What follows belongs to an exercise in optimizing a design on an open flow for small area; a production flow would make more cautious choices.
Only simulation tests tie the RTL to the original design; equivalence was not proved.
No activity file was given, so power comes from the tool's default toggle rates.

==> flow/design.v (outline; a module is shown in full before it is edited, if it fits) <==
// module g_a21o: 3 lines
// module g_a221o: 3 lines
// module g_a311oi: 3 lines
// module g_a31oi: 3 lines
// module g_a32oi: 3 lines
// module g_and2: 3 lines
// module g_and3: 3 lines
// module g_inv: 3 lines
// module g_nand2: 3 lines
// module g_nand2b: 3 lines
// module g_nand3: 3 lines
// module g_nand4: 3 lines
// module g_nor2: 3 lines
// module g_o211a: 3 lines
// module g_o21a: 3 lines
// module g_o21ai: 3 lines
// module g_or2: 3 lines
// module g_xnor2: 3 lines
// module g_xor2: 3 lines
// module dot8: 584 lines
// module fa: 4 lines
// module ctl: 321 lines
// module top_module: 41 lines
module top_module (
    input clk,
    input rst,
    input en,
    input init,
    input [127:0] in_data,
    output [6:0] seven_seg,
    output [7:0] com
);
  // ...
==> flow/flow/run.sh <==
#!/bin/bash
# Standard layout, with the port buffers made of the smallest buffer cell.
set -e
cp standard.sh standard_sh.log
export BUFFER_PORTS_ARGS="-buffer_cell sky130_fd_sc_hd__buf_1"
bash standard.sh > standard.log 2>&1
==> flow/standard.sh <==
#!/bin/bash
# synth_recipe.tcl (not shown) runs the flow's synth.tcl, then flattens the netlist and writes it again
# the make line also repeats each setting of config.mk as NAME=value (left out here)
make -C /OpenROAD-flow-scripts/flow DESIGN_CONFIG=/design/flow/config.mk WORK_HOME=/design/flow/orfs CLKGATE_MAP_FILE= SYNTH_SCRIPT=/design/flow/synth_recipe.tcl "${@:-finish}"
==> flow/config.mk <==
export PLATFORM = sky130hd
export DESIGN_NAME = top_module
export DESIGN_NICKNAME = top_module
export VERILOG_FILES = /design/flow/design.v
export SDC_FILE = /design/flow/constraint.sdc
export NUM_CORES = 4
export LEC_CHECK = 0
export CAP_MARGIN = 20
export CORE_MARGIN = 2
export CORE_UTILIZATION = 40
export SLEW_MARGIN = 20
export SYNTH_HIERARCHICAL = 1
export SYNTH_MINIMUM_KEEP_SIZE = 0
==> flow/constraint.sdc <==
create_clock -name core_clock -period 18.0 [get_ports {clk}]
set_input_delay 3.6000 -clock core_clock [delete_from_list [all_inputs] [get_ports {clk}]]
set_output_delay 3.6000 -clock core_clock [all_outputs]
set_load 0.01 [all_outputs]
==> results.py, run 1 <==
metrics = {
    "power": {
        "pg_seq_mw": 0.146,
        "p_comb_mw": 1.18,
        "power_density_nw_per_um2": 176,
        "power_leader": "combinational logic",
    },
    "setup_path": {
        "cpPeakStageDelay_ns": 0.58,
        "r2r_slack_ns": 16.59,
        "critical_path_class": "input pin to flip-flop",
    },
    "finish": {
        "multi_input_area_um2": 6120,
        "fin_area_um2": 7800,
        "drive_gt1_frac": 0.00440,
        "top_regs": "dr: 8 flops, q0: 8 flops, cnt: 3 flops",
    },
    "die": {
        "tap-cell-count": 225,
        "start_util": 0.406,
        "io_pins": 147,
    },
    "min_path": {
        "whs_path_depth": 1,
    },
    "clock_network": {
        "insertion_delay_ns": 0.26,
        "holdBufCountCts": 0,
        "ctsResizeCount": 0,
        "root_buffer": "clkbuf_16",
    },
    "yosys": {
        "syn_nets": 1068,
        "yosysUniqueCellTypes": 24,
        "synth-simple-area-share": 0.224,
        "synth_top_area_cell": "fa_1",
    },
    "timing": {
        "rsz0062_at_grt": "no",
        "tns_ns": 0,
    },
    "route": {
        "drcViolationCount": 0,
        "top_layer": "met4",
    },
    "status": {
        "outcome": "no timing/DRC/antenna violations",
    },
}
==> module ctl, before the edit <==
module ctl (state, cnt, m, qv, en, init, rst, dr, q0, state_n, cnt_n, m_n, qv_n, write, seg, com);
    input [1:0] state;
    wire [1:0] state;
    input [2:0] cnt;
    wire [2:0] cnt;
    input m;
    wire m;
    input qv;
    wire qv;
    input en;
    wire en;
    input init;
    wire init;
    input rst;
    wire rst;
    input [7:0] dr;
    wire [7:0] dr;
    input [7:0] q0;
    wire [7:0] q0;
    output [1:0] state_n;
    wire [1:0] state_n;
    output [2:0] cnt_n;
    wire [2:0] cnt_n;
    output m_n;
    wire m_n;
    output qv_n;
    wire qv_n;
    output write;
    wire write;
    output [6:0] seg;
    wire [6:0] seg;
    output [7:0] com;
    wire [7:0] com;
    wire _000_;
    wire _001_;
    wire _002_;
    wire _003_;
    wire _004_;
    wire _005_;
    wire _006_;
    wire _007_;
    wire _008_;
    wire _009_;
    wire _010_;
    wire _011_;
    wire _012_;
    wire _013_;
    wire _014_;
    wire _015_;
    wire _016_;
    wire _017_;
    wire _018_;
    wire _019_;
    wire _020_;
    wire _021_;
    wire _022_;
    wire _023_;
    wire _024_;
    wire _025_;
    wire _026_;
    wire _027_;
    wire _028_;
    wire _029_;
    wire _030_;
    wire _031_;
    wire _032_;
    wire _033_;
    wire _034_;
    wire _035_;
    wire _036_;
    wire _037_;
    wire _038_;
    wire _039_;
    wire _040_;
    wire _041_;
    wire _042_;
    wire _043_;
    wire _044_;
    wire _045_;
    wire _046_;
    wire _047_;
    wire _048_;
    wire _049_;
    wire _050_;
    wire _051_;
    wire _052_;
    wire _053_;
    wire _054_;
    wire _055_;
    wire _056_;
    wire _057_;
    wire _058_;
    wire _059_;
    wire _060_;
    wire _061_;
    wire _062_;
    wire _063_;
    wire _064_;
    wire _065_;
    wire _066_;
    wire _067_;
    wire _068_;
    wire _069_;
    wire _070_;
    wire _071_;
    wire _072_;
    wire _073_;
    wire _074_;
    wire _075_;
    wire _076_;
    wire _077_;
    wire _078_;
    wire _079_;
    wire _080_;
    wire _081_;
    wire _082_;
    wire _083_;
    wire _084_;
    wire _085_;
    wire _086_;
    wire _087_;
    wire _088_;
    wire _089_;
    wire _090_;
    wire _091_;
    wire _092_;
    wire _093_;
    wire _094_;
    wire _095_;
    wire _096_;
    wire _097_;
    wire _098_;
    wire _099_;
    wire _100_;
    wire _101_;
    wire _102_;
    wire _103_;
    wire _104_;
    wire _105_;
    wire _106_;
    wire _107_;
    wire _108_;
    wire _109_;
    wire _110_;
    wire _111_;
    wire _112_;
    wire _113_;
    wire _114_;
    wire _115_;
    wire _116_;
    wire _117_;
    wire _118_;
    wire _119_;
    wire _120_;
    wire _121_;
    wire _122_;
    wire _123_;
    wire _124_;
    wire _125_;
    wire _126_;
    wire _127_;
    wire _128_;
    wire _129_;
    wire _130_;
    wire _131_;
    g_inv c_132_ (.A(cnt[1]), .Y(_086_));
    g_nor2 c_133_ (.A(cnt[0]), .B(_086_), .Y(_087_));
    g_inv c_134_ (.A(_087_), .Y(_088_));
    g_nor2 c_135_ (.A(cnt[2]), .B(_088_), .Y(com[2]));
    g_nand2 c_136_ (.A(_086_), .B(cnt[0]), .Y(_089_));
    g_nor2 c_137_ (.A(cnt[2]), .B(_089_), .Y(com[1]));
    g_inv c_138_ (.A(cnt[0]), .Y(cnt_n[0]));
    g_nand2 c_139_ (.A(cnt_n[0]), .B(_086_), .Y(_090_));
    g_nor2 c_140_ (.A(cnt[2]), .B(_090_), .Y(com[0]));
    g_inv c_141_ (.A(state[1]), .Y(_091_));
    g_inv c_142_ (.A(state[0]), .Y(_092_));
    g_nor2 c_143_ (.A(_091_), .B(_092_), .Y(_093_));
    g_inv c_144_ (.A(_093_), .Y(_094_));
    g_nand2 c_145_ (.A(_094_), .B(q0[5]), .Y(_095_));
    g_o21ai c_146_ (.A1(dr[5]), .A2(_094_), .B1(_095_), .Y(_096_));
    g_nand2 c_147_ (.A(_096_), .B(m), .Y(_097_));
    g_nand2b c_148_ (.A_N(q0[7]), .B(_094_), .Y(_098_));
    g_nand2b c_149_ (.A_N(dr[7]), .B(_093_), .Y(_099_));
    g_nand3 c_150_ (.A(_098_), .B(m), .C(_099_), .Y(_100_));
    g_inv c_151_ (.A(_100_), .Y(_101_));
    g_nor2 c_152_ (.A(_097_), .B(_101_), .Y(_102_));
    g_nand2b c_153_ (.A_N(q0[4]), .B(_094_), .Y(_103_));
    g_nand2 c_154_ (.A(_093_), .B(dr[4]), .Y(_104_));
    g_nand3 c_155_ (.A(_103_), .B(m), .C(_104_), .Y(_105_));
    g_inv c_156_ (.A(_105_), .Y(_106_));
    g_nand2b c_157_ (.A_N(q0[6]), .B(_094_), .Y(_107_));
    g_nand2 c_158_ (.A(_093_), .B(dr[6]), .Y(_108_));
    g_and3 c_159_ (.A(_107_), .B(m), .C(_108_), .X(_109_));
    g_inv c_160_ (.A(_109_), .Y(_110_));
    g_nand2 c_161_ (.A(_101_), .B(_097_), .Y(_111_));
    g_inv c_162_ (.A(_111_), .Y(_112_));
    g_nor2 c_163_ (.A(_110_), .B(_112_), .Y(_113_));
    g_o21ai c_164_ (.A1(_102_), .A2(_106_), .B1(_113_), .Y(_114_));
    g_nand2 c_165_ (.A(_110_), .B(_097_), .Y(_115_));
    g_inv c_166_ (.A(_115_), .Y(_116_));
    g_nor2 c_167_ (.A(_100_), .B(_116_), .Y(_117_));
    g_and2 c_168_ (.A(_114_), .B(_117_), .X(_118_));
    g_o21ai c_169_ (.A1(_109_), .A2(_111_), .B1(_114_), .Y(_119_));
    g_xor2 c_170_ (.A(_105_), .B(_119_), .X(_120_));
    g_nand2b c_171_ (.A_N(q0[3]), .B(_094_), .Y(_121_));
    g_nand2 c_172_ (.A(_093_), .B(dr[3]), .Y(_122_));
    g_nand3 c_173_ (.A(_121_), .B(m), .C(_122_), .Y(_123_));
    g_inv c_174_ (.A(_123_), .Y(_124_));
    g_nor2 c_175_ (.A(_102_), .B(_112_), .Y(_125_));
    g_nand2 c_176_ (.A(_113_), .B(_105_), .Y(_126_));
    g_nand3 c_177_ (.A(_116_), .B(_101_), .C(_106_), .Y(_127_));
    g_nand2 c_178_ (.A(_126_), .B(_127_), .Y(_128_));
    g_nor2 c_179_ (.A(_125_), .B(_128_), .Y(_129_));
    g_inv c_180_ (.A(_129_), .Y(_130_));
    g_nor2 c_181_ (.A(_124_), .B(_130_), .Y(_131_));
    g_inv c_182_ (.A(_131_), .Y(_000_));
    g_nor2 c_183_ (.A(_120_), .B(_000_), .Y(_001_));
    g_inv c_184_ (.A(_001_), .Y(_002_));
    g_inv c_185_ (.A(_102_), .Y(_003_));
    g_nand2 c_186_ (.A(_128_), .B(_003_), .Y(_004_));
    g_o21a c_187_ (.A1(_123_), .A2(_130_), .B1(_004_), .X(_005_));
    g_nand2 c_188_ (.A(_002_), .B(_005_), .Y(_006_));
    g_inv c_189_ (.A(_119_), .Y(_007_));
    g_inv c_190_ (.A(_006_), .Y(_008_));
    g_nand2 c_191_ (.A(_008_), .B(_118_), .Y(_009_));
    g_o21ai c_192_ (.A1(_007_), .A2(_008_), .B1(_009_), .Y(_010_));
    g_nand2 c_193_ (.A(_093_), .B(dr[2]), .Y(_011_));
    g_o211a c_194_ (.A1(q0[2]), .A2(_093_), .B1(m), .C1(_011_), .X(_012_));
    g_nand3 c_195_ (.A(_128_), .B(_123_), .C(_003_), .Y(_013_));
    g_nand2 c_196_ (.A(_120_), .B(_013_), .Y(_014_));
    g_nand2 c_197_ (.A(_002_), .B(_014_), .Y(_015_));
    g_nor2 c_198_ (.A(_012_), .B(_015_), .Y(_016_));
    g_nand2 c_199_ (.A(_005_), .B(_124_), .Y(_017_));
    g_nand3 c_200_ (.A(_002_), .B(_013_), .C(_017_), .Y(_018_));
    g_nand2 c_201_ (.A(_016_), .B(_018_), .Y(_019_));
    g_nand3 c_202_ (.A(_002_), .B(_012_), .C(_014_), .Y(_020_));
    g_a21o c_203_ (.A1(_000_), .A2(_004_), .B1(_014_), .X(_021_));
    g_and2 c_204_ (.A(_020_), .B(_021_), .X(_022_));
    g_nand3 c_205_ (.A(_010_), .B(_019_), .C(_022_), .Y(_023_));
    g_o21ai c_206_ (.A1(_006_), .A2(_117_), .B1(_023_), .Y(_024_));
    g_xnor2 c_207_ (.A(_118_), .B(_024_), .Y(_025_));
    g_nand2 c_208_ (.A(_025_), .B(com[1]), .Y(_026_));
    g_nand2 c_209_ (.A(_093_), .B(dr[1]), .Y(_027_));
    g_o211a c_210_ (.A1(q0[1]), .A2(_093_), .B1(m), .C1(_027_), .X(_028_));
    g_nor2 c_211_ (.A(_012_), .B(_021_), .Y(_029_));
    g_nor2 c_212_ (.A(_018_), .B(_029_), .Y(_030_));
    g_inv c_213_ (.A(_030_), .Y(_031_));
    g_nand2 c_214_ (.A(_031_), .B(_019_), .Y(_032_));
    g_a221o c_215_ (.A1(_016_), .A2(_018_), .B1(_022_), .B2(_012_), .C1(_029_), .X(_033_));
    g_o21ai c_216_ (.A1(_028_), .A2(_032_), .B1(_033_), .Y(_034_));
    g_o21ai c_217_ (.A1(_012_), .A2(_015_), .B1(_021_), .Y(_035_));
    g_nand2 c_218_ (.A(_035_), .B(_030_), .Y(_036_));
    g_inv c_219_ (.A(_036_), .Y(_037_));
    g_nand2b c_220_ (.A_N(_028_), .B(_037_), .Y(_038_));
    g_nand2 c_221_ (.A(_034_), .B(_038_), .Y(_039_));
    g_nand2 c_222_ (.A(_039_), .B(com[2]), .Y(_040_));
    g_nand2 c_223_ (.A(_026_), .B(_040_), .Y(_041_));
    g_inv c_224_ (.A(_032_), .Y(_042_));
    g_o21ai c_225_ (.A1(_028_), .A2(_033_), .B1(_042_), .Y(_043_));
    g_nand2 c_226_ (.A(_043_), .B(_036_), .Y(_044_));
    g_nand2 c_227_ (.A(_044_), .B(com[1]), .Y(_045_));
    g_nand2 c_228_ (.A(_094_), .B(q0[0]), .Y(_046_));
    g_o21ai c_229_ (.A1(dr[0]), .A2(_094_), .B1(_046_), .Y(_047_));
    g_nand3 c_230_ (.A(_047_), .B(m), .C(com[2]), .Y(_048_));
    g_nand2 c_231_ (.A(_019_), .B(_022_), .Y(_049_));
    g_nand2 c_232_ (.A(_049_), .B(_119_), .Y(_050_));
    g_inv c_233_ (.A(_010_), .Y(_051_));
    g_nand2 c_234_ (.A(_050_), .B(_051_), .Y(_052_));
    g_nand2 c_235_ (.A(_052_), .B(com[0]), .Y(_053_));
    g_nand3 c_236_ (.A(_045_), .B(_048_), .C(_053_), .Y(_054_));
    g_inv c_237_ (.A(_054_), .Y(_055_));
    g_nand2 c_238_ (.A(_034_), .B(_033_), .Y(_056_));
    g_nor2 c_239_ (.A(_037_), .B(_042_), .Y(_057_));
    g_nand2 c_240_ (.A(_057_), .B(_028_), .Y(_058_));
    g_a311oi c_241_ (.A1(_056_), .A2(_058_), .A3(_038_), .B1(cnt[2]), .C1(_088_), .Y(_059_));
    g_nand3 c_242_ (.A(_051_), .B(_007_), .C(_049_), .Y(_060_));
    g_nand2 c_243_ (.A(_060_), .B(_023_), .Y(_061_));
    g_a32oi c_244_ (.A1(com[0]), .A2(_101_), .A3(_051_), .B1(_061_), .B2(com[1]), .Y(_062_));
    g_nand2b c_245_ (.A_N(_059_), .B(_062_), .Y(_063_));
    g_inv c_246_ (.A(_063_), .Y(_064_));
    g_nor2 c_247_ (.A(_055_), .B(_064_), .Y(_065_));
    g_inv c_248_ (.A(_041_), .Y(_066_));
    g_inv c_249_ (.A(_057_), .Y(_067_));
    g_nand4 c_250_ (.A(_043_), .B(_087_), .C(_067_), .D(_038_), .Y(_068_));
    g_nor2 c_251_ (.A(cnt_n[0]), .B(_086_), .Y(_069_));
    g_nor2 c_252_ (.A(cnt[2]), .B(_069_), .Y(_070_));
    g_o21ai c_253_ (.A1(_007_), .A2(_117_), .B1(_051_), .Y(_071_));
    g_nand4 c_254_ (.A(_071_), .B(com[1]), .C(_050_), .D(_023_), .Y(_072_));
    g_and3 c_255_ (.A(_068_), .B(_070_), .C(_072_), .X(_073_));
    g_o21ai c_256_ (.A1(_055_), .A2(_066_), .B1(_073_), .Y(_074_));
    g_o21ai c_257_ (.A1(_054_), .A2(_041_), .B1(_064_), .Y(_075_));
    g_nor2 c_258_ (.A(_074_), .B(_075_), .Y(seg[0]));
    g_a21o c_259_ (.A1(_041_), .A2(_065_), .B1(seg[0]), .X(seg[3]));
    g_nor2 c_260_ (.A(_054_), .B(_063_), .Y(_076_));
    g_nor2 c_261_ (.A(_066_), .B(_065_), .Y(_077_));
    g_inv c_262_ (.A(_077_), .Y(_078_));
    g_nor2 c_263_ (.A(_076_), .B(_078_), .Y(seg[1]));
    g_inv c_264_ (.A(cnt[2]), .Y(_079_));
    g_inv c_265_ (.A(_069_), .Y(_080_));
    g_nor2 c_266_ (.A(_079_), .B(_080_), .Y(com[7]));
    g_nor2 c_267_ (.A(_070_), .B(com[7]), .Y(cnt_n[2]));
    g_nand2 c_268_ (.A(_078_), .B(_073_), .Y(_081_));
    g_nor2 c_269_ (.A(_076_), .B(_081_), .Y(seg[5]));
    g_inv c_270_ (.A(rst), .Y(_082_));
    g_nand2b c_271_ (.A_N(init), .B(_082_), .Y(_083_));
    g_nor2 c_272_ (.A(state[1]), .B(state[0]), .Y(_084_));
    g_nand3 c_273_ (.A(_084_), .B(_082_), .C(init), .Y(_085_));
    g_o21ai c_274_ (.A1(_091_), .A2(_083_), .B1(_085_), .Y(state_n[0]));
    g_nand2 c_275_ (.A(_088_), .B(_089_), .Y(cnt_n[1]));
    g_nor2 c_276_ (.A(_079_), .B(_089_), .Y(com[5]));
    g_nor2 c_277_ (.A(_079_), .B(_088_), .Y(com[6]));
    g_nor2 c_278_ (.A(_079_), .B(_090_), .Y(com[4]));
    g_nand2 c_279_ (.A(_075_), .B(_055_), .Y(seg[4]));
    g_a31oi c_280_ (.A1(_063_), .A2(_040_), .A3(_026_), .B1(_081_), .Y(seg[6]));
    g_nor2 c_281_ (.A(cnt[2]), .B(_080_), .Y(com[3]));
    g_and3 c_282_ (.A(_091_), .B(state[0]), .C(en), .X(write));
    g_or2 c_283_ (.A(qv), .B(write), .X(qv_n));
    g_and3 c_284_ (.A(state[1]), .B(en), .C(qv), .X(m_n));
    g_nor2 c_285_ (.A(_084_), .B(_083_), .Y(state_n[1]));
    g_and3 c_286_ (.A(_063_), .B(_055_), .C(_066_), .X(seg[2]));
endmodule
==> run 2, diff against run 1 <==
--- a/flow/design.v
+++ b/flow/design.v
@@ -1,15 +1,15 @@
 module g_a21o (input A1, A2, B1, output X);
     assign X = (A1&A2) | (B1);
 endmodule
-module g_a221o (input A1, A2, B1, B2, C1, output X);
-    assign X = (B1&B2) | (A1&A2) | (C1);
-endmodule
-module g_a311oi (input A1, A2, A3, B1, C1, output Y);
-    assign Y = (~A1&~B1&~C1) | (~A2&~B1&~C1) | (~A3&~B1&~C1);
+module g_a22o (input A1, A2, B1, B2, output X);
+    assign X = (B1&B2) | (A1&A2);
 endmodule
 module g_a31oi (input A1, A2, A3, B1, output Y);
     assign Y = (~A1&~B1) | (~A2&~B1) | (~A3&~B1);
 endmodule
+module g_a32o (input A1, A2, A3, B1, B2, output X);
+    assign X = (A1&A2&A3) | (B1&B2);
+endmodule
 module g_a32oi (input A1, A2, A3, B1, B2, output Y);
     assign Y = (~A1&~B1) | (~A1&~B2) | (~A2&~B1) | (~A3&~B1) | (~A2&~B2) | (~A3&~B2);
 endmodule
@@ -25,27 +25,24 @@
 module g_nand2 (input A, B, output Y);
     assign Y = (~A) | (~B);
 endmodule
-module g_nand2b (input A_N, B, output Y);
-    assign Y = (A_N) | (~B);
-endmodule
 module g_nand3 (input A, B, C, output Y);
     assign Y = (~A) | (~B) | (~C);
 endmodule
-module g_nand4 (input A, B, C, D, output Y);
-    assign Y = (~A) | (~B) | (~C) | (~D);
-endmodule
 module g_nor2 (input A, B, output Y);
     assign Y = (~A&~B);
 endmodule
-module g_o211a (input A1, A2, B1, C1, output X);
-    assign X = (A1&B1&C1) | (A2&B1&C1);
-endmodule
 module g_o21a (input A1, A2, B1, output X);
     assign X = (A1&B1) | (A2&B1);
 endmodule
 module g_o21ai (input A1, A2, B1, output Y);
     assign Y = (~A1&~A2) | (~B1);
 endmodule
+module g_o21bai (input A1, A2, B1_N, output Y);
+    assign Y = (~A1&~A2) | (B1_N);
+endmodule
+module g_o22ai (input A1, A2, B1, B2, output Y);
+    assign Y = (~B1&~B2) | (~A1&~A2);
+endmodule
 module g_or2 (input A, B, output X);
     assign X = (A) | (B);
 endmodule
@@ -782,187 +779,135 @@
     wire _103_;
     wire _104_;
     wire _105_;
-    wire _106_;
-    wire _107_;
-    wire _108_;
-    wire _109_;
-    wire _110_;
-    wire _111_;
-    wire _112_;
-    wire _113_;
-    wire _114_;
-    wire _115_;
-    wire _116_;
-    wire _117_;
-    wire _118_;
-    wire _119_;
-    wire _120_;
-    wire _121_;
-    wire _122_;
-    wire _123_;
-    wire _124_;
-    wire _125_;
-    wire _126_;
-    wire _127_;
-    wire _128_;
-    wire _129_;
-    wire _130_;
-    wire _131_;
-    g_inv c_132_ (.A(cnt[1]), .Y(_086_));
-    g_nor2 c_133_ (.A(cnt[0]), .B(_086_), .Y(_087_));
-    g_inv c_134_ (.A(_087_), .Y(_088_));
-    g_nor2 c_135_ (.A(cnt[2]), .B(_088_), .Y(com[2]));
-    g_nand2 c_136_ (.A(_086_), .B(cnt[0]), .Y(_089_));
-    g_nor2 c_137_ (.A(cnt[2]), .B(_089_), .Y(com[1]));
-    g_inv c_138_ (.A(cnt[0]), .Y(cnt_n[0]));
-    g_nand2 c_139_ (.A(cnt_n[0]), .B(_086_), .Y(_090_));
-    g_nor2 c_140_ (.A(cnt[2]), .B(_090_), .Y(com[0]));
-    g_inv c_141_ (.A(state[1]), .Y(_091_));
-    g_inv c_142_ (.A(state[0]), .Y(_092_));
-    g_nor2 c_143_ (.A(_091_), .B(_092_), .Y(_093_));
-    g_inv c_144_ (.A(_093_), .Y(_094_));
-    g_nand2 c_145_ (.A(_094_), .B(q0[5]), .Y(_095_));
-    g_o21ai c_146_ (.A1(dr[5]), .A2(_094_), .B1(_095_), .Y(_096_));
-    g_nand2 c_147_ (.A(_096_), .B(m), .Y(_097_));
-    g_nand2b c_148_ (.A_N(q0[7]), .B(_094_), .Y(_098_));
-    g_nand2b c_149_ (.A_N(dr[7]), .B(_093_), .Y(_099_));
-    g_nand3 c_150_ (.A(_098_), .B(m), .C(_099_), .Y(_100_));
-    g_inv c_151_ (.A(_100_), .Y(_101_));
-    g_nor2 c_152_ (.A(_097_), .B(_101_), .Y(_102_));
-    g_nand2b c_153_ (.A_N(q0[4]), .B(_094_), .Y(_103_));
-    g_nand2 c_154_ (.A(_093_), .B(dr[4]), .Y(_104_));
-    g_nand3 c_155_ (.A(_103_), .B(m), .C(_104_), .Y(_105_));
-    g_inv c_156_ (.A(_105_), .Y(_106_));
-    g_nand2b c_157_ (.A_N(q0[6]), .B(_094_), .Y(_107_));
-    g_nand2 c_158_ (.A(_093_), .B(dr[6]), .Y(_108_));
-    g_and3 c_159_ (.A(_107_), .B(m), .C(_108_), .X(_109_));
-    g_inv c_160_ (.A(_109_), .Y(_110_));
-    g_nand2 c_161_ (.A(_101_), .B(_097_), .Y(_111_));
-    g_inv c_162_ (.A(_111_), .Y(_112_));
-    g_nor2 c_163_ (.A(_110_), .B(_112_), .Y(_113_));
-    g_o21ai c_164_ (.A1(_102_), .A2(_106_), .B1(_113_), .Y(_114_));
-    g_nand2 c_165_ (.A(_110_), .B(_097_), .Y(_115_));
-    g_inv c_166_ (.A(_115_), .Y(_116_));
-    g_nor2 c_167_ (.A(_100_), .B(_116_), .Y(_117_));
-    g_and2 c_168_ (.A(_114_), .B(_117_), .X(_118_));
-    g_o21ai c_169_ (.A1(_109_), .A2(_111_), .B1(_114_), .Y(_119_));
-    g_xor2 c_170_ (.A(_105_), .B(_119_), .X(_120_));
-    g_nand2b c_171_ (.A_N(q0[3]), .B(_094_), .Y(_121_));
-    g_nand2 c_172_ (.A(_093_), .B(dr[3]), .Y(_122_));
-    g_nand3 c_173_ (.A(_121_), .B(m), .C(_122_), .Y(_123_));
-    g_inv c_174_ (.A(_123_), .Y(_124_));
-    g_nor2 c_175_ (.A(_102_), .B(_112_), .Y(_125_));
-    g_nand2 c_176_ (.A(_113_), .B(_105_), .Y(_126_));
-    g_nand3 c_177_ (.A(_116_), .B(_101_), .C(_106_), .Y(_127_));
-    g_nand2 c_178_ (.A(_126_), .B(_127_), .Y(_128_));
-    g_nor2 c_179_ (.A(_125_), .B(_128_), .Y(_129_));
-    g_inv c_180_ (.A(_129_), .Y(_130_));
-    g_nor2 c_181_ (.A(_124_), .B(_130_), .Y(_131_));
-    g_inv c_182_ (.A(_131_), .Y(_000_));
-    g_nor2 c_183_ (.A(_120_), .B(_000_), .Y(_001_));
-    g_inv c_184_ (.A(_001_), .Y(_002_));
-    g_inv c_185_ (.A(_102_), .Y(_003_));
-    g_nand2 c_186_ (.A(_128_), .B(_003_), .Y(_004_));
-    g_o21a c_187_ (.A1(_123_), .A2(_130_), .B1(_004_), .X(_005_));
-    g_nand2 c_188_ (.A(_002_), .B(_005_), .Y(_006_));
-    g_inv c_189_ (.A(_119_), .Y(_007_));
-    g_inv c_190_ (.A(_006_), .Y(_008_));
-    g_nand2 c_191_ (.A(_008_), .B(_118_), .Y(_009_));
-    g_o21ai c_192_ (.A1(_007_), .A2(_008_), .B1(_009_), .Y(_010_));
-    g_nand2 c_193_ (.A(_093_), .B(dr[2]), .Y(_011_));
-    g_o211a c_194_ (.A1(q0[2]), .A2(_093_), .B1(m), .C1(_011_), .X(_012_));
-    g_nand3 c_195_ (.A(_128_), .B(_123_), .C(_003_), .Y(_013_));
-    g_nand2 c_196_ (.A(_120_), .B(_013_), .Y(_014_));
-    g_nand2 c_197_ (.A(_002_), .B(_014_), .Y(_015_));
-    g_nor2 c_198_ (.A(_012_), .B(_015_), .Y(_016_));
-    g_nand2 c_199_ (.A(_005_), .B(_124_), .Y(_017_));
-    g_nand3 c_200_ (.A(_002_), .B(_013_), .C(_017_), .Y(_018_));
-    g_nand2 c_201_ (.A(_016_), .B(_018_), .Y(_019_));
-    g_nand3 c_202_ (.A(_002_), .B(_012_), .C(_014_), .Y(_020_));
-    g_a21o c_203_ (.A1(_000_), .A2(_004_), .B1(_014_), .X(_021_));
-    g_and2 c_204_ (.A(_020_), .B(_021_), .X(_022_));
-    g_nand3 c_205_ (.A(_010_), .B(_019_), .C(_022_), .Y(_023_));
-    g_o21ai c_206_ (.A1(_006_), .A2(_117_), .B1(_023_), .Y(_024_));
-    g_xnor2 c_207_ (.A(_118_), .B(_024_), .Y(_025_));
-    g_nand2 c_208_ (.A(_025_), .B(com[1]), .Y(_026_));
-    g_nand2 c_209_ (.A(_093_), .B(dr[1]), .Y(_027_));
-    g_o211a c_210_ (.A1(q0[1]), .A2(_093_), .B1(m), .C1(_027_), .X(_028_));
-    g_nor2 c_211_ (.A(_012_), .B(_021_), .Y(_029_));
-    g_nor2 c_212_ (.A(_018_), .B(_029_), .Y(_030_));
-    g_inv c_213_ (.A(_030_), .Y(_031_));
-    g_nand2 c_214_ (.A(_031_), .B(_019_), .Y(_032_));
-    g_a221o c_215_ (.A1(_016_), .A2(_018_), .B1(_022_), .B2(_012_), .C1(_029_), .X(_033_));
-    g_o21ai c_216_ (.A1(_028_), .A2(_032_), .B1(_033_), .Y(_034_));
-    g_o21ai c_217_ (.A1(_012_), .A2(_015_), .B1(_021_), .Y(_035_));
-    g_nand2 c_218_ (.A(_035_), .B(_030_), .Y(_036_));
-    g_inv c_219_ (.A(_036_), .Y(_037_));
-    g_nand2b c_220_ (.A_N(_028_), .B(_037_), .Y(_038_));
-    g_nand2 c_221_ (.A(_034_), .B(_038_), .Y(_039_));
-    g_nand2 c_222_ (.A(_039_), .B(com[2]), .Y(_040_));
-    g_nand2 c_223_ (.A(_026_), .B(_040_), .Y(_041_));
-    g_inv c_224_ (.A(_032_), .Y(_042_));
-    g_o21ai c_225_ (.A1(_028_), .A2(_033_), .B1(_042_), .Y(_043_));
-    g_nand2 c_226_ (.A(_043_), .B(_036_), .Y(_044_));
-    g_nand2 c_227_ (.A(_044_), .B(com[1]), .Y(_045_));
-    g_nand2 c_228_ (.A(_094_), .B(q0[0]), .Y(_046_));
-    g_o21ai c_229_ (.A1(dr[0]), .A2(_094_), .B1(_046_), .Y(_047_));
-    g_nand3 c_230_ (.A(_047_), .B(m), .C(com[2]), .Y(_048_));
-    g_nand2 c_231_ (.A(_019_), .B(_022_), .Y(_049_));
-    g_nand2 c_232_ (.A(_049_), .B(_119_), .Y(_050_));
-    g_inv c_233_ (.A(_010_), .Y(_051_));
-    g_nand2 c_234_ (.A(_050_), .B(_051_), .Y(_052_));
-    g_nand2 c_235_ (.A(_052_), .B(com[0]), .Y(_053_));
-    g_nand3 c_236_ (.A(_045_), .B(_048_), .C(_053_), .Y(_054_));
-    g_inv c_237_ (.A(_054_), .Y(_055_));
-    g_nand2 c_238_ (.A(_034_), .B(_033_), .Y(_056_));
-    g_nor2 c_239_ (.A(_037_), .B(_042_), .Y(_057_));
-    g_nand2 c_240_ (.A(_057_), .B(_028_), .Y(_058_));
-    g_a311oi c_241_ (.A1(_056_), .A2(_058_), .A3(_038_), .B1(cnt[2]), .C1(_088_), .Y(_059_));
-    g_nand3 c_242_ (.A(_051_), .B(_007_), .C(_049_), .Y(_060_));
-    g_nand2 c_243_ (.A(_060_), .B(_023_), .Y(_061_));
-    g_a32oi c_244_ (.A1(com[0]), .A2(_101_), .A3(_051_), .B1(_061_), .B2(com[1]), .Y(_062_));
-    g_nand2b c_245_ (.A_N(_059_), .B(_062_), .Y(_063_));
-    g_inv c_246_ (.A(_063_), .Y(_064_));
-    g_nor2 c_247_ (.A(_055_), .B(_064_), .Y(_065_));
-    g_inv c_248_ (.A(_041_), .Y(_066_));
-    g_inv c_249_ (.A(_057_), .Y(_067_));
-    g_nand4 c_250_ (.A(_043_), .B(_087_), .C(_067_), .D(_038_), .Y(_068_));
-    g_nor2 c_251_ (.A(cnt_n[0]), .B(_086_), .Y(_069_));
-    g_nor2 c_252_ (.A(cnt[2]), .B(_069_), .Y(_070_));
-    g_o21ai c_253_ (.A1(_007_), .A2(_117_), .B1(_051_), .Y(_071_));
-    g_nand4 c_254_ (.A(_071_), .B(com[1]), .C(_050_), .D(_023_), .Y(_072_));
-    g_and3 c_255_ (.A(_068_), .B(_070_), .C(_072_), .X(_073_));
-    g_o21ai c_256_ (.A1(_055_), .A2(_066_), .B1(_073_), .Y(_074_));
-    g_o21ai c_257_ (.A1(_054_), .A2(_041_), .B1(_064_), .Y(_075_));
-    g_nor2 c_258_ (.A(_074_), .B(_075_), .Y(seg[0]));
-    g_a21o c_259_ (.A1(_041_), .A2(_065_), .B1(seg[0]), .X(seg[3]));
-    g_nor2 c_260_ (.A(_054_), .B(_063_), .Y(_076_));
-    g_nor2 c_261_ (.A(_066_), .B(_065_), .Y(_077_));
-    g_inv c_262_ (.A(_077_), .Y(_078_));
-    g_nor2 c_263_ (.A(_076_), .B(_078_), .Y(seg[1]));
-    g_inv c_264_ (.A(cnt[2]), .Y(_079_));
-    g_inv c_265_ (.A(_069_), .Y(_080_));
-    g_nor2 c_266_ (.A(_079_), .B(_080_), .Y(com[7]));
-    g_nor2 c_267_ (.A(_070_), .B(com[7]), .Y(cnt_n[2]));
-    g_nand2 c_268_ (.A(_078_), .B(_073_), .Y(_081_));
-    g_nor2 c_269_ (.A(_076_), .B(_081_), .Y(seg[5]));
-    g_inv c_270_ (.A(rst), .Y(_082_));
-    g_nand2b c_271_ (.A_N(init), .B(_082_), .Y(_083_));
-    g_nor2 c_272_ (.A(state[1]), .B(state[0]), .Y(_084_));
-    g_nand3 c_273_ (.A(_084_), .B(_082_), .C(init), .Y(_085_));
-    g_o21ai c_274_ (.A1(_091_), .A2(_083_), .B1(_085_), .Y(state_n[0]));
-    g_nand2 c_275_ (.A(_088_), .B(_089_), .Y(cnt_n[1]));
-    g_nor2 c_276_ (.A(_079_), .B(_089_), .Y(com[5]));
-    g_nor2 c_277_ (.A(_079_), .B(_088_), .Y(com[6]));
-    g_nor2 c_278_ (.A(_079_), .B(_090_), .Y(com[4]));
-    g_nand2 c_279_ (.A(_075_), .B(_055_), .Y(seg[4]));
-    g_a31oi c_280_ (.A1(_063_), .A2(_040_), .A3(_026_), .B1(_081_), .Y(seg[6]));
-    g_nor2 c_281_ (.A(cnt[2]), .B(_080_), .Y(com[3]));
-    g_and3 c_282_ (.A(_091_), .B(state[0]), .C(en), .X(write));
-    g_or2 c_283_ (.A(qv), .B(write), .X(qv_n));
-    g_and3 c_284_ (.A(state[1]), .B(en), .C(qv), .X(m_n));
-    g_nor2 c_285_ (.A(_084_), .B(_083_), .Y(state_n[1]));
-    g_and3 c_286_ (.A(_063_), .B(_055_), .C(_066_), .X(seg[2]));
+    g_inv c_106_ (.A(cnt[1]), .Y(_064_));
+    g_nand2 c_107_ (.A(_064_), .B(cnt[0]), .Y(_065_));
+    g_nor2 c_108_ (.A(cnt[2]), .B(_065_), .Y(com[1]));
+    g_inv c_109_ (.A(cnt[2]), .Y(_066_));
+    g_nor2 c_110_ (.A(cnt[0]), .B(cnt[1]), .Y(_067_));
+    g_inv c_111_ (.A(_067_), .Y(_068_));
+    g_nor2 c_112_ (.A(_066_), .B(_068_), .Y(com[4]));
+    g_inv c_113_ (.A(cnt[0]), .Y(cnt_n[0]));
+    g_nand2 c_114_ (.A(cnt_n[0]), .B(cnt[1]), .Y(_069_));
+    g_nor2 c_115_ (.A(cnt[2]), .B(_069_), .Y(com[2]));
+    g_nor2 c_116_ (.A(cnt[2]), .B(_068_), .Y(com[0]));
+    g_nor2 c_117_ (.A(cnt_n[0]), .B(_064_), .Y(_070_));
+    g_inv c_118_ (.A(_070_), .Y(_071_));
+    g_nor2 c_119_ (.A(_066_), .B(_071_), .Y(com[7]));
+    g_nor2 c_120_ (.A(_066_), .B(_065_), .Y(com[5]));
+    g_nor2 c_121_ (.A(_066_), .B(_069_), .Y(com[6]));
+    g_nand2 c_122_ (.A(state[0]), .B(state[1]), .Y(_072_));
+    g_nand2 c_123_ (.A(_072_), .B(q0[1]), .Y(_073_));
+    g_o21ai c_124_ (.A1(dr[1]), .A2(_072_), .B1(_073_), .Y(_074_));
+    g_nand2 c_125_ (.A(_072_), .B(q0[4]), .Y(_075_));
+    g_o21ai c_126_ (.A1(dr[4]), .A2(_072_), .B1(_075_), .Y(_076_));
+    g_nand2 c_127_ (.A(_072_), .B(q0[6]), .Y(_077_));
+    g_o21ai c_128_ (.A1(dr[6]), .A2(_072_), .B1(_077_), .Y(_078_));
+    g_inv c_129_ (.A(_078_), .Y(_079_));
+    g_nor2 c_130_ (.A(_076_), .B(_079_), .Y(_080_));
+    g_inv c_131_ (.A(_080_), .Y(_081_));
+    g_nand2 c_132_ (.A(_072_), .B(q0[5]), .Y(_082_));
+    g_o21ai c_133_ (.A1(dr[5]), .A2(_072_), .B1(_082_), .Y(_083_));
+    g_inv c_134_ (.A(_083_), .Y(_084_));
+    g_inv c_135_ (.A(dr[7]), .Y(_085_));
+    g_nand2 c_136_ (.A(_072_), .B(q0[7]), .Y(_086_));
+    g_o21ai c_137_ (.A1(_085_), .A2(_072_), .B1(_086_), .Y(_087_));
+    g_nand2 c_138_ (.A(_084_), .B(_087_), .Y(_088_));
+    g_inv c_139_ (.A(_087_), .Y(_089_));
+    g_nand2 c_140_ (.A(_089_), .B(_083_), .Y(_090_));
+    g_nand2 c_141_ (.A(_072_), .B(q0[3]), .Y(_091_));
+    g_o21ai c_142_ (.A1(dr[3]), .A2(_072_), .B1(_091_), .Y(_092_));
+    g_nand3 c_143_ (.A(_088_), .B(_090_), .C(_092_), .Y(_093_));
+    g_nand2 c_144_ (.A(_093_), .B(_088_), .Y(_094_));
+    g_a21o c_145_ (.A1(_088_), .A2(_090_), .B1(_092_), .X(_095_));
+    g_nand2 c_146_ (.A(_095_), .B(_093_), .Y(_096_));
+    g_o21ai c_147_ (.A1(_081_), .A2(_094_), .B1(_096_), .Y(_097_));
+    g_nand2 c_148_ (.A(_072_), .B(q0[2]), .Y(_098_));
+    g_o21ai c_149_ (.A1(dr[2]), .A2(_072_), .B1(_098_), .Y(_099_));
+    g_inv c_150_ (.A(_099_), .Y(_100_));
+    g_a31oi c_151_ (.A1(_094_), .A2(_076_), .A3(_079_), .B1(_100_), .Y(_101_));
+    g_inv c_152_ (.A(_094_), .Y(_102_));
+    g_nand2 c_153_ (.A(_079_), .B(_076_), .Y(_103_));
+    g_nand2 c_154_ (.A(_102_), .B(_103_), .Y(_104_));
+    g_nand2 c_155_ (.A(_104_), .B(_081_), .Y(_105_));
+    g_xor2 c_156_ (.A(_096_), .B(_105_), .X(_000_));
+    g_nand3 c_157_ (.A(_102_), .B(_095_), .C(_080_), .Y(_001_));
+    g_nand2 c_158_ (.A(_001_), .B(_097_), .Y(_002_));
+    g_nand2 c_159_ (.A(_002_), .B(_105_), .Y(_003_));
+    g_nand3 c_160_ (.A(_000_), .B(_003_), .C(_101_), .Y(_004_));
+    g_a22o c_161_ (.A1(_097_), .A2(_101_), .B1(_004_), .B2(_000_), .X(_005_));
+    g_nor2 c_162_ (.A(_074_), .B(_005_), .Y(_006_));
+    g_inv c_163_ (.A(_006_), .Y(_007_));
+    g_nand2 c_164_ (.A(_005_), .B(_074_), .Y(_008_));
+    g_nand2 c_165_ (.A(_007_), .B(_008_), .Y(_009_));
+    g_o21ai c_166_ (.A1(_102_), .A2(_103_), .B1(_003_), .Y(_010_));
+    g_nand2 c_167_ (.A(_010_), .B(_100_), .Y(_011_));
+    g_nand2 c_168_ (.A(_004_), .B(_011_), .Y(_012_));
+    g_inv c_169_ (.A(_012_), .Y(_013_));
+    g_nand3 c_170_ (.A(_013_), .B(_002_), .C(_074_), .Y(_014_));
+    g_nor2 c_171_ (.A(_100_), .B(_000_), .Y(_015_));
+    g_nor2 c_172_ (.A(_010_), .B(_015_), .Y(_016_));
+    g_inv c_173_ (.A(_016_), .Y(_017_));
+    g_nand2 c_174_ (.A(_089_), .B(_078_), .Y(_018_));
+    g_nand2 c_175_ (.A(_079_), .B(_087_), .Y(_019_));
+    g_nand2 c_176_ (.A(_018_), .B(_019_), .Y(_020_));
+    g_nand2 c_177_ (.A(_017_), .B(_020_), .Y(_021_));
+    g_o21a c_178_ (.A1(_083_), .A2(_003_), .B1(_021_), .X(_022_));
+    g_nand2 c_179_ (.A(_089_), .B(_092_), .Y(_023_));
+    g_nand2 c_180_ (.A(_083_), .B(_078_), .Y(_024_));
+    g_a32oi c_181_ (.A1(_022_), .A2(_019_), .A3(_023_), .B1(_089_), .B2(_024_), .Y(_025_));
+    g_o21ai c_182_ (.A1(_017_), .A2(_025_), .B1(com[1]), .Y(_026_));
+    g_nand3 c_183_ (.A(com[0]), .B(_087_), .C(_078_), .Y(_027_));
+    g_nand2 c_184_ (.A(_026_), .B(_027_), .Y(_028_));
+    g_a32o c_185_ (.A1(com[2]), .A2(_009_), .A3(_014_), .B1(_028_), .B2(_022_), .X(_029_));
+    g_nand2 c_186_ (.A(_029_), .B(m), .Y(_030_));
+    g_nand2 c_187_ (.A(_009_), .B(com[2]), .Y(_031_));
+    g_o21ai c_188_ (.A1(_074_), .A2(_002_), .B1(cnt[1]), .Y(_032_));
+    g_xor2 c_189_ (.A(_083_), .B(_078_), .X(_033_));
+    g_o21ai c_190_ (.A1(_033_), .A2(_016_), .B1(cnt[0]), .Y(_034_));
+    g_nand2 c_191_ (.A(_003_), .B(_018_), .Y(_035_));
+    g_nor2 c_192_ (.A(_035_), .B(_017_), .Y(_036_));
+    g_o22ai c_193_ (.A1(_012_), .A2(_032_), .B1(_034_), .B2(_036_), .Y(_037_));
+    g_nand3 c_194_ (.A(_031_), .B(_037_), .C(m), .Y(_038_));
+    g_inv c_195_ (.A(m), .Y(_039_));
+    g_nand2 c_196_ (.A(_007_), .B(_013_), .Y(_040_));
+    g_nand2 c_197_ (.A(_006_), .B(_012_), .Y(_041_));
+    g_o21ai c_198_ (.A1(_084_), .A2(_035_), .B1(_021_), .Y(_042_));
+    g_o21a c_199_ (.A1(_084_), .A2(_021_), .B1(com[1]), .X(_043_));
+    g_a32oi c_200_ (.A1(_040_), .A2(com[2]), .A3(_041_), .B1(_042_), .B2(_043_), .Y(_044_));
+    g_nor2 c_201_ (.A(_039_), .B(_044_), .Y(_045_));
+    g_nor2 c_202_ (.A(cnt[2]), .B(_070_), .Y(_046_));
+    g_nand3 c_203_ (.A(_030_), .B(_038_), .C(_046_), .Y(_047_));
+    g_nand2 c_204_ (.A(_072_), .B(q0[0]), .Y(_048_));
+    g_o21ai c_205_ (.A1(dr[0]), .A2(_072_), .B1(_048_), .Y(_049_));
+    g_nand2 c_206_ (.A(_014_), .B(_005_), .Y(_050_));
+    g_a22o c_207_ (.A1(com[2]), .A2(_049_), .B1(_050_), .B2(com[1]), .X(_051_));
+    g_nand2 c_208_ (.A(_045_), .B(_051_), .Y(_052_));
+    g_a32oi c_209_ (.A1(_030_), .A2(_038_), .A3(_045_), .B1(_047_), .B2(_052_), .Y(seg[6]));
+    g_a31oi c_210_ (.A1(_025_), .A2(_066_), .A3(_067_), .B1(_051_), .Y(_053_));
+    g_inv c_211_ (.A(_053_), .Y(_054_));
+    g_nand3 c_212_ (.A(seg[6]), .B(m), .C(_054_), .Y(_055_));
+    g_nand3 c_213_ (.A(_029_), .B(m), .C(_044_), .Y(_056_));
+    g_nand2 c_214_ (.A(_055_), .B(_056_), .Y(seg[5]));
+    g_nand3 c_215_ (.A(_030_), .B(_038_), .C(_045_), .Y(_057_));
+    g_o21ai c_216_ (.A1(_039_), .A2(_053_), .B1(_057_), .Y(seg[4]));
+    g_o21ai c_217_ (.A1(_053_), .A2(seg[6]), .B1(seg[4]), .Y(_058_));
+    g_inv c_218_ (.A(_058_), .Y(seg[3]));
+    g_nor2 c_219_ (.A(_054_), .B(_056_), .Y(seg[2]));
+    g_and2 c_220_ (.A(_058_), .B(_045_), .X(seg[1]));
+    g_nor2 c_221_ (.A(_047_), .B(_058_), .Y(seg[0]));
+    g_nor2 c_222_ (.A(_046_), .B(com[7]), .Y(cnt_n[2]));
+    g_nor2 c_223_ (.A(_067_), .B(_070_), .Y(cnt_n[1]));
+    g_nor2 c_224_ (.A(state[1]), .B(init), .Y(_059_));
+    g_inv c_225_ (.A(init), .Y(_060_));
+    g_nor2 c_226_ (.A(state[0]), .B(state[1]), .Y(_061_));
+    g_o21bai c_227_ (.A1(_060_), .A2(_061_), .B1_N(rst), .Y(_062_));
+    g_nor2 c_228_ (.A(_059_), .B(_062_), .Y(state_n[0]));
+    g_nor2 c_229_ (.A(cnt[2]), .B(_071_), .Y(com[3]));
+    g_nand2 c_230_ (.A(state[0]), .B(en), .Y(_063_));
+    g_nor2 c_231_ (.A(state[1]), .B(_063_), .Y(write));
+    g_or2 c_232_ (.A(qv), .B(write), .X(qv_n));
+    g_and3 c_233_ (.A(state[1]), .B(en), .C(qv), .X(m_n));
+    g_nor2 c_234_ (.A(_061_), .B(_062_), .Y(state_n[1]));
 endmodule
 module top_module (
     input clk,
--- a/flow/config.mk
+++ b/flow/config.mk
@@ -7,7 +7,8 @@
 export LEC_CHECK = 0
 export CAP_MARGIN = 20
 export CORE_MARGIN = 2
-export CORE_UTILIZATION = 40
+export CORE_UTILIZATION = 60
+export CTS_BUF_LIST = sky130_fd_sc_hd__clkbuf_8
 export SLEW_MARGIN = 20
 export SYNTH_HIERARCHICAL = 1
 export SYNTH_MINIMUM_KEEP_SIZE = 0
==> run 2 against run 1 <==
Effect of this change: total power grew 5.8%; critical path depth stayed put; clock skew barely moved; clock-buffer cell count is the same; flip-flop and latch count unchanged; final area down 3.3%; utilization up 23 points; routed wire length decreased by 1.7%; register-to-register slack improved by 0.34 ns; critical endpoint unchanged; largest power group unchanged.
==> results.py, run 2 <==
metrics = {
    "status": {
        "outcome": "no timing/DRC/antenna violations",
    },
    "min_path": {
        "whs_path_depth": 1,
        "hold_class": "flip-flop to flip-flop",
    },
    "setup_path": {
        "path_buf_inv": 1,
        "path_depth": 12,
        "cpPeakStageDelay_ns": 0.60,
        "worstPathRequired_ns": 18.00,
        "critical_path_class": "input pin to flip-flop",
        "slowest_stage": "fa_1",
        "cp_cell_sequence": "buf_1 > nand2_1 > fa_1 > fa_1 > fa_1 > fa_1 > fa_1 > fa_1 > fa_1 > fa_1 > or2_1 > xor2_1",
        "critPathTopFamily": "adder cells",
        "crit_arrival_ns": 8.55,
        "worst_setup_path_start_kind": "input pin",
        "worstRegToRegCells": 3,
        "crit_path_max_fanout": 7,
        "end_kind": "flip-flop",
        "worst_path_most_repeated_cell": "fa_1",
    },
    "power": {
        "ir_drop_mv": 0.306,
        "power_density_nw_per_um2": 193,
        "p_leak_nw": 2.78,
        "finalPower_mw": 1.45,
    },
    "finish": {
        "area_delta_synth_final_pct": 10.5,
        "drive_gt1_frac": 0.00452,
        "antenna_cells": 0,
        "top_regs": "dr: 8 flops, q0: 8 flops, cnt: 3 flops",
        "nNetsFinal": 1186,
        "instances_no_fill": 1024,
        "utilization": 0.686,
        "final_cell_mix": "328 x nand2_1, 169 x fa_1, 146 x buf_1",
        "fin_area_um2": 7540,
        "mostFrequentLayoutCell": "nand2_1",
        "nFillCells": 893,
    },
    "die": {
        "io_pins": 147,
        "fp.dieH_um": 111,
        "core_um2": 11000,
        "die-area_um2": 12200,
        "start_util": 0.621,
        "die_w_um": 111,
        "placement_rows": 38,
    },
    "timing": {
        "worst_slew_pin_slew_ns": 0.605,
        "fin_ws_ns": 9.46,
        "setup_viol": 0,
        "final_max_slew_viol_count": 0,
        "tns_ns": 0,
        "rsz0062_at_grt": "no",
        "skew_ns": 0.00199,
        "hold_viol": 0,
        "finalCritPeriodShare": 0.475,
        "max_freq_mhz": 117,
        "slew_headroom": 0.596,
        "fin_crit_ns": 8.54,
        "holdWs_ns": 0.478,
    },
    "route": {
        "antenna_left": 0,
        "wl_per_cell_um": 19.1,
        "drt_iter0_markers": 443,
        "drt_first_pass_iters": 5,
        "wl_um": 19600,
        "drcViolationCount": 0,
        "viasPerCell": 5.55,
        "num_vias": 5680,
    },
    "clock_network": {
        "cts_made_buffers": 3,
        "ctsResizeCount": 0,
        "cts_setup_buffers": 0,
        "clockBufferDepth": 2,
        "holdBufCountCts": 0,
        "clock-sinks": 23,
        "clk_pin_slew_worst_paths_ns": 0.07,
        "cts_tree": "built",
        "root_buffer": "clkbuf_8",
        "htreeDepth": 1,
        "insertion_delay_ns": 0.26,
    },
    "global_routing": {
        "grt_pass1_vias": 6198,
        "grt_overflow": 0,
        "grt_max_degree": 18,
        "grt_pass1_wl_um": 31700,
        "antenna_found_initial": 0,
        "gr-usage-all-layers": 0.336,
    },
    "placement": {
        "post-place-ws_ns": 9.19,
        "place_area_um2": 7490,
        "gp_congestion": 0.964,
        "numPortBuffers": 146,
        "post-place-cells": 1020,
        "place_hpwl_um": 17500,
    },
    "yosys": {
        "synth_top_cell_area_share": 0.496,
        "synthCells": 741,
        "syn_nets": 1042,
        "yosysMostFrequentCell": "nand2_1",
        "yosys_warnings": 7,
        "syn_area_um2": 6820,
        "synth_seq_cells": 23,
        "synth-seq-area-share": 0.0946,
        "ys_async_sr_fraction": 0.217,
        "synth_top_area_cell": "fa_1",
        "synth.area.top_cells": "fa_1 50%, nand2_1 18%, xor2_1 15%, edfxtp_1 7.0%, dfrtp_1 1.8%",
        "synth_common_cells": "328 x nand2_1, 169 x fa_1, 113 x xor2_1",
        "yosysUniqueCellTypes": 23,
        "synth_edf_count": 16,
        "synthFlopType": "edfxtp_1",
        "synth_area_per_cell_um2": 9.21,
    },
    "run": {
        "maxCapViolations": 0,
    },
}
[run 2: worst reg2reg max path, stage by stage (launching register included)]
cell	delay [ns]
dfxtp_1	0.36
nand2_1	0.06
nor2_1	0.10
buf_4	0.25
[run 2: modules after synthesis, one instance, submodules excluded, a selection]
module	cell area [um^2]	flip-flops and latches	times used	cells
g_nand3	5.00	0	10	1
g_o21bai	7.51	0	1	1
dot8	60.1	0	1	8
g_o21ai	5.00	0	16	1
g_a32oi	8.76	0	3	1
g_a21o	7.51	0	1	1
g_nand2	3.75	0	328	1
fa	20.0	0	169	1
g_inv	3.75	0	19	1
[run 2: cell type report]
class	instances	area, um^2	share of cell area
Clock buffer	3	41.3	0.00548
Timing Repair Buffer	147	556	0.0737
Multi-Input combinational cell	690	6040	0.802
Sequential cell	23	646	0.0856
Clock inverter	1	3.75	0.000498
Inverter	20	75.1	0.00996
Tap cell	140	175	0.0232
[run 2: kinds of logic after synthesis]
family	share of synthesized area
AO/OA/AOI/OAI	0.0268
XOR/XNOR	0.153
adder cells (fa/ha/maj)	0.496
buffers and inverters	0.0198
flip-flops	0.0946
AND/OR/NAND/NOR	0.210
[run 2: report_power, final]
| group | switching (mW) | internal (mW) | leakage (nW) |
|---|---|---|---|
| Clock | 0.0154 | 0.0152 | 0.0269 |
| Sequential | 0.00289 | 0.144 | 0.223 |
| Combinational | 0.685 | 0.590 | 2.53 |
[run 2: final timing paths]
| path | start | to | slack, ns |
|---|---|---|---|
| worst min register to register | qv$_DFF_PP0_ | qv$_DFF_PP0_ | 0.48 |
| worst min-delay path | qv$_DFF_PP0_ | qv$_DFF_PP0_ | 0.48 |
| worst max register to register | state[0]$_DFF_P_ | dr[7]$_DFFE_PP_ | 16.93 |
| max in group asynchronous | rst | qv$_DFF_PP0_ | 14.61 |
| min in group asynchronous | rst | cnt[2]$_DFF_PP0_ | 3.22 |
| worst max-delay path | in_data[65] | dr[7]$_DFFE_PP_ | 9.46 |
[run 2: routing by layer]
metal / wire length (um) / GRT usage / vias up
met5: 0 / 0 / -
met4: 706 / 0.115 / 0
met3: 1140 / 0.0384 / 40
met2: 10200 / 0.604 / 243
met1: 7550 / 0.424 / 2838
li1: - / - / 2559
==> module top_module, before the edit <==
module top_module (
    input clk,
    input rst,
    input en,
    input init,
    input [127:0] in_data,
    output [6:0] seven_seg,
    output [7:0] com
);
    reg [1:0] state;
    reg [2:0] cnt;
    reg       m, qv;
    reg [7:0] dr, q0;
    wire [1:0] state_n;
    wire [2:0] cnt_n;
    wire m_n, qv_n, write;
    wire [7:0] dot_r;
    dot8 u_dot (.x(in_data[63:0]), .w(in_data[127:64]), .r(dot_r));
    ctl u_ctl (.state(state), .cnt(cnt), .m(m), .qv(qv), .en(en), .init(init),
               .rst(rst), .dr(dr), .q0(q0), .state_n(state_n), .cnt_n(cnt_n),
               .m_n(m_n), .qv_n(qv_n), .write(write), .seg(seven_seg), .com(com));
    always @(posedge clk)
        state <= state_n;
    always @(posedge clk or posedge rst) begin
        if (rst) begin
            cnt <= 3'd0;
            m   <= 1'b0;
            qv  <= 1'b0;
        end else begin
            cnt <= cnt_n;
            m   <= m_n;
            qv  <= qv_n;
        end
    end
    always @(posedge clk) begin
        if (write) begin
            dr <= dot_r;
            q0 <= in_data[7:0];
        end
    end
endmodule
==> run 3, diff against run 2 <==
--- a/flow/design.v
+++ b/flow/design.v
@@ -924,7 +924,8 @@
     reg [7:0] dr, q0;
     wire [1:0] state_n;
     wire [2:0] cnt_n;
-    wire m_n, qv_n, write;
+    wire m_n, qv_n, write, write_n;
+    wire [7:0] dr_d, q0_d;
     wire [7:0] dot_r;
     dot8 u_dot (.x(in_data[63:0]), .w(in_data[127:64]), .r(dot_r));
     ctl u_ctl (.state(state), .cnt(cnt), .m(m), .qv(qv), .en(en), .init(init),
@@ -943,10 +944,16 @@
             qv  <= qv_n;
         end
     end
-    always @(posedge clk) begin
-        if (write) begin
-            dr <= dot_r;
-            q0 <= in_data[7:0];
+    g_inv u_wn (.A(write), .Y(write_n));
+    genvar k;
+    generate
+        for (k = 0; k < 8; k = k + 1) begin : hold
+            g_a22o u_dr (.A1(write), .A2(dot_r[k]), .B1(write_n), .B2(dr[k]), .X(dr_d[k]));
+            g_a22o u_q0 (.A1(write), .A2(in_data[k]), .B1(write_n), .B2(q0[k]), .X(q0_d[k]));
         end
+    endgenerate
+    always @(posedge clk) begin
+        dr <= dr_d;
+        q0 <= q0_d;
     end
 endmodule
==> run 3 against run 2 <==
Effect of this change: largest cell class unchanged; cell count up 1.7%; flip-flop and latch count is the same; via count is 2.8% higher.
==> results.py, run 3 <==
metrics = {
    "run": {
        "maxCapViolations": 0,
    },
    "yosys": {
        "synth.area.top_cells": "fa_1 50%, nand2_1 18%, xor2_1 15%, dfxtp_1 5.3%, a22o_1 2.3%",
        "syn_area_um2": 6810,
        "synth_top_cell_area_share": 0.497,
        "ys_async_sr_fraction": 0.217,
        "syn_nets": 1059,
        "yosys_warnings": 7,
        "yosysMostFrequentCell": "nand2_1",
        "synth_seq_cells": 23,
        "yosysUniqueCellTypes": 22,
        "synthCells": 758,
        "synth_edf_count": 0,
        "synth_common_cells": "328 x nand2_1, 169 x fa_1, 113 x xor2_1",
        "synth_top_area_cell": "fa_1",
        "synth_area_per_cell_um2": 8.98,
        "synth-seq-area-share": 0.0713,
        "synthFlopType": "dfxtp_1",
    },
    "clock_network": {
        "holdBufCountCts": 0,
        "clock-sinks": 23,
        "cts_setup_buffers": 0,
        "htreeDepth": 1,
        "insertion_delay_ns": 0.27,
        "cts_tree": "built",
        "root_buffer": "clkbuf_8",
        "clk_pin_slew_worst_paths_ns": 0.07,
        "clockBufferDepth": 2,
        "ctsResizeCount": 0,
        "cts_made_buffers": 3,
    },
    "finish": {
        "antenna_cells": 0,
        "final_cell_mix": "328 x nand2_1, 169 x fa_1, 146 x buf_1",
        "drive_gt1_frac": 0.00444,
        "top_regs": "dr: 8 flops, q0: 8 flops, cnt: 3 flops",
        "mostFrequentLayoutCell": "nand2_1",
        "nNetsFinal": 1203,
        "area_delta_synth_final_pct": 10.5,
    },
    "setup_path": {
        "r2r_end": "q0[5]$_DFF_P_",
        "worstRegToRegCells": 5,
        "crit_path_max_fanout": 6,
        "end_kind": "flip-flop",
        "worstPathRequired_ns": 18.16,
        "r2r_start": "state[0]$_DFF_P_",
        "slowest_stage": "fa_1",
        "worst_path_most_repeated_cell": "fa_1",
        "cpPeakStageDelay_ns": 0.58,
        "path_buf_inv": 1,
        "critPathTopFamily": "adder cells",
        "worst_setup_path_start_kind": "input pin",
        "critical_path_class": "input pin to flip-flop",
        "cp_cell_sequence": "buf_1 > nand2_1 > fa_1 > fa_1 > fa_1 > fa_1 > fa_1 > fa_1 > fa_1 > fa_1 > or2_1 > xor2_1 > a22o_1",
        "crit_arrival_ns": 8.60,
        "r2r_slack_ns": 16.54,
    },
    "route": {
        "drt_first_pass_iters": 7,
        "num_vias": 5837,
        "drcViolationCount": 0,
        "wl_um": 20100,
        "drt_iter0_markers": 585,
        "antenna_left": 0,
        "viasPerCell": 5.61,
        "wl_per_cell_um": 19.3,
    },
    "global_routing": {
        "grt_max_degree": 19,
        "antenna_found_initial": 0,
        "grt_pass1_wl_um": 32700,
        "grt_overflow": 0,
        "gr-usage-all-layers": 0.345,
        "grt_pass1_vias": 6353,
    },
    "power": {
        "p_leak_nw": 2.81,
        "finalPower_mw": 1.44,
        "ir_drop_mv": 0.232,
        "power_density_nw_per_um2": 192,
    },
    "timing": {
        "rsz0062_at_grt": "no",
        "skew_ns": 0.00325,
        "setup_viol": 0,
        "slew_headroom": 0.618,
        "tns_ns": 0,
        "fin_crit_ns": 8.43,
        "max_freq_mhz": 119,
        "hold_viol": 0,
        "final_max_slew_viol_count": 0,
        "worst_slew_pin_slew_ns": 0.573,
        "finalCritPeriodShare": 0.468,
    },
    "min_path": {
        "worstHoldStart": "qv$_DFF_PP0_",
        "holdPathEnd": "qv$_DFF_PP0_",
        "hold_class": "flip-flop to flip-flop",
        "whs_path_depth": 1,
    },
    "status": {
        "outcome": "no timing/DRC/antenna violations",
    },
    "die": {
        "placement_rows": 38,
        "die-area_um2": 12200,
        "io_pins": 147,
        "fp.dieH_um": 111,
        "core_um2": 10900,
        "die_w_um": 111,
        "start_util": 0.623,
    },
    "placement": {
        "place_hpwl_um": 17900,
        "gp_congestion": 0.957,
        "numPortBuffers": 146,
    },
}
## run 3: changes by cell type in the layout (fill, tap and decap cells not counted), sizes merged
cell    change
edfxtp     -16
a22o       +16
dfxtp      +16
inv         +1
## run 3: power by group
part / internal (mW) / total [mW] / switching, mW
Combinational: 0.632 / 1.34 / 0.705
Sequential: 0.0670 / 0.0756 / 0.00860
Clock: 0.0153 / 0.0318 / 0.0165
## run 3: routing by layer
layer  vias up  track usage  part of all wire
met2       248        0.629              0.52
met4         0        0.108             0.034
met5         -            0                 0
met1      2924        0.438              0.39
li1       2627            -                 -
met3        38       0.0291             0.058
## run 3: how the worst max path moves through the flow
stage,from,to,slack [ns],depth (start not counted)
after floorplan,in_data[1],dr[7]$_DFF_P_,9.82,13
after global placement,in_data[1],dr[7]$_DFF_P_,9.39,13
after detailed placement,in_data[66],dr[7]$_DFF_P_,9.33,13
after CTS,in_data[66],dr[7]$_DFF_P_,9.63,13
after global routing,state[1]$_DFF_P_,seven_seg[1],9.27,25
final,in_data[66],dr[7]$_DFF_P_,9.57,13
## run 3: cell type report
class / count / area (um^2)
fillers: 925 / 3410
inverters: 21 / 78.8
well taps: 140 / 175
clock inverters: 1 / 3.75
clock buffers: 3 / 41.3
multi-input cells: 706 / 6180
repair buffers: 147 / 556
flip-flops and latches: 23 / 485
## run 3: per-module statistics from Yosys (local to each module, per instance), a selection
module / cell area [um^2] / cells inside / times used
top_module: 489 / 24 / 1
g_o21a: 7.51 / 1 / 2
g_xnor2: 8.76 / 1 / 6
g_a32oi: 8.76 / 1 / 3
fa: 20.0 / 1 / 169
g_and2: 6.26 / 1 / 1
g_xor2: 8.76 / 1 / 113
## run 3: worst reg2reg max path: cells and delay by family (launching register included)
family                 cells  cell delay [ns]
and+or+nand+nor            2             0.16
DFF                        1             0.36
AOI/OAI and AO/OA          1             0.32
buffers and inverters      2             0.53
## run 3: cells by family after synthesis
| kind of cell | synth area share |
|---|---|
| DFF | 0.0713 |
| AOI/OAI and AO/OA | 0.0474 |
| buffers and inverters | 0.0204 |
| adders and majority gates | 0.497 |
| and+or+nand+nor | 0.211 |
| xor gates and xnor gates | 0.153 |
## run 3: through the flow
stage          instance area [um^2]  hold WS, ns  worst slack, ns  utilization  cells
2_1_floorplan                  6810        0.424             9.82            -    758
3_3_place_gp                   7480        0.449             9.39        0.684   1037
3_5_place_dp                   7480        0.461             9.33        0.684   1037
4_1_cts                        7520        0.483             9.63        0.688   1041
5_1_grt                        7520        0.511             9.27        0.688   1041
6_report                       7520        0.482             9.57        0.688   1041

## what the ideal ports hide
How much do the figures lean on ideal ports? The routed layouts below were timed once more, with nothing changed but the port constraints. Step 1: set_driving_cell puts a clkbuf_16 on clk and a buf_2 on each other input, an assumption about the parent block. Step 2 moves the port delays by t, midway between the first and last clock arrival at a register: inputs arrive t later, outputs are due t later. That takes back most of the time a late clock gives input paths. Slacks: ideal / step 1 / step 2; pairs: ideal / step 1.
run	t, ns	setup WS [ns]	worst setup path at the end	clock arrival spread, ns	slew at the worst register clock pin (ns)
run 1	0.287	9.593 / 9.598 / 9.311	input to register	0.002 / 0.002	0.06 / 0.06
run 2	0.287	9.456 / 9.457 / 9.169	input to register	0.003 / 0.003	0.08 / 0.08
run 3	0.296	9.567 / 9.567 / 9.271	input to register	0.003 / 0.004	0.08 / 0.08
After both steps setup and hold are still met in every run listed. The setup slack of run 3, which loses most, moves by 0.000 ns with the drivers and by -0.296 ns with both steps.
